What follows belongs to an exercise in optimizing a design on an open flow for small area; a production flow would make more cautious choices.
In this exercise RTL edits were held to simulation tests only and were not proved equivalent to the original.
Power figures rest on the tool's default switching activity, not on a simulated workload.

==> flow/design.v <==
module hold_bit
(
  input  e,
  input  h,
  input  d,
  input  q,
  output y
);
  assign y = (e & d) | (h & q);
endmodule
module read_aoi3
(
  input  [2:0] s,
  input  [2:0] d,
  output       y
);
  assign y = ~|(s & d);
endmodule
module read_nand11
(
  input  [10:0] n,
  output        y
);
  assign y = ~&n;
endmodule
module read_bit
(
  input  [31:1] s,
  input  [31:1] d,
  output        y
);
  wire [10:0] n;
  genvar g;
  generate
    for (g = 0; g < 10; g = g + 1) begin: grp
      read_aoi3 aoi (.s(s[3*g+3:3*g+1]), .d(d[3*g+3:3*g+1]), .y(n[g]));
    end
  endgenerate
  assign n[10] = ~(s[31] & d[31]);
  read_nand11 comb (.n(n), .y(y));
endmodule
module register_bank
(
  input clk,
  input rst,
  input [31:0] data_in,
  input [4:0] sel_in,
  input load_en,
  output [31:0] data_out_a,
  input [4:0] sel_out_a,
  output [31:0] data_out_b,
  input [4:0] sel_out_b
);
  reg  [31:1] valid;
  reg  [31:0] q [1:31];
  wire [31:0] nxt [1:31];
  wire [31:1] we;
  wire [31:1] hold;
  genvar i, b;
  generate
    for (i = 1; i < 32; i = i + 1) begin: x
      assign we[i] = load_en && (sel_in == i);
      assign hold[i] = ~we[i];
      for (b = 0; b < 32; b = b + 1) begin: h
        hold_bit hb (.e(we[i]), .h(hold[i]), .d(data_in[b]), .q(q[i][b]), .y(nxt[i][b]));
      end
      always @(posedge clk)
        q[i] <= nxt[i];
    end
  endgenerate
  always @(posedge clk, posedge rst) begin
    if (rst)
      valid <= 31'd0;
    else
      valid <= valid | we;
  end
  wire [31:1] sa, sb;
  generate
    for (i = 1; i < 32; i = i + 1) begin: s
      assign sa[i] = valid[i] && (sel_out_a == i);
      assign sb[i] = valid[i] && (sel_out_b == i);
    end
  endgenerate
  generate
    for (b = 0; b < 32; b = b + 1) begin: rd
      wire [31:1] col;
      for (i = 1; i < 32; i = i + 1) begin: c
        assign col[i] = q[i][b];
      end
      read_bit bit_a (.s(sa), .d(col), .y(data_out_a[b]));
      read_bit bit_b (.s(sb), .d(col), .y(data_out_b[b]));
    end
  endgenerate
endmodule
clock: 7.0 ns
lec_check: 0
cap_margin: 10
core_margin: 2
core_utilization: 55
place_density: 0.65
slew_margin: 10
synth_hierarchical: 1
standard.sh (not shown) runs the stock make flow with config.mk's settings and CLKGATE_MAP_FILE= SYNTH_SCRIPT=/design/flow/synth_recipe.tcl, a recipe that flattens the netlist after the stock synthesis.
==> flow/flow/run.sh <==
#!/bin/bash
# Standard ORFS layout with two changes:
#  - port buffers use the smallest buffer, sky130_fd_sc_hd__buf_1;
#  - clock tree synthesis without dummy loads, with small clkbuf_4 clusters.
set -euo pipefail
cd "$(dirname "$0")/.."
bash standard.sh finish \
  "BUFFER_PORTS_ARGS=-buffer_cell sky130_fd_sc_hd__buf_1" \
  "CTS_ARGS=-sink_clustering_enable -repair_clock_nets -dont_use_dummy_load -sink_clustering_size 8 -sink_clustering_max_diameter 30 -buf_list sky130_fd_sc_hd__clkbuf_4" \
  > standard.log 2>&1
The baseline produced a layout that fails on capacitance limit, slew limit.
Next try:
- CAP_MARGIN: 10 -> 20
- SLEW_MARGIN: 10 -> 20
Result:
- The new run completed without violations
- synthesized cell count does not change
- synthesized area stays the same
- worst setup slack is better by 200 ps
- sequential share of layout area went down by 0.25 points
- routed wire length went up slightly
- global-route usage went up by 0.33 points
Next try:
--- a/flow/flow/run.sh
+++ b/flow/flow/run.sh
@@ -8,3 +8,3 @@
   "BUFFER_PORTS_ARGS=-buffer_cell sky130_fd_sc_hd__buf_1" \
-  "CTS_ARGS=-sink_clustering_enable -repair_clock_nets -dont_use_dummy_load -sink_clustering_size 8 -sink_clustering_max_diameter 30 -buf_list sky130_fd_sc_hd__clkbuf_4" \
+  "CTS_ARGS=-sink_clustering_enable -repair_clock_nets -dont_use_dummy_load -sink_clustering_size 9 -sink_clustering_max_diameter 35 -buf_list sky130_fd_sc_hd__clkbuf_4" \
   > standard.log 2>&1
- CORE_UTILIZATION: 55 -> 60
- PLACE_DENSITY: 0.65 -> 0.7
Effect: Synthesized cell count stays the same. Worst hold slack gets worse by 12 ps. Cell area is about the same. Fmax went down by 6.2%. Power went down by 1.7%. Clock skew is unchanged. Sequential share of layout area went up by 0.14 points. Clock-buffer cell count went down by 28. Die area went down by 8.2%.

[re-timing with driven ports]
In the flow no input, the clock included, has a driving cell. The finished layouts below were timed again as built, in two steps. Step 1 assumes that a clkbuf_16 drives the clock port and a buf_2 every other input. Step 2 moves the port delays by t, midway between the first and last clock arrival at a register: inputs arrive t later, outputs are due t later. That takes back most of the time a late clock gives input paths. Three values: ideal, step 1, step 2; two values: the first two.
run	t, ns	slack for setup (ns)	worst setup path at the end	slew at the worst register clock pin (ns)	pins driven straight from the clock port
the first run	1.088	0.995 / 0.966 / 0.966	input to output	0.09 / 0.09	1
the second run	1.103	1.194 / 1.173 / 1.173	input to output	0.10 / 0.10	1
the third run	1.091	0.810 / 0.780 / 0.780	input to output	0.11 / 0.11	1
For the third run, which loses most, drivers alone change the setup slack by -0.030 ns; drivers and shift together by -0.030 ns.
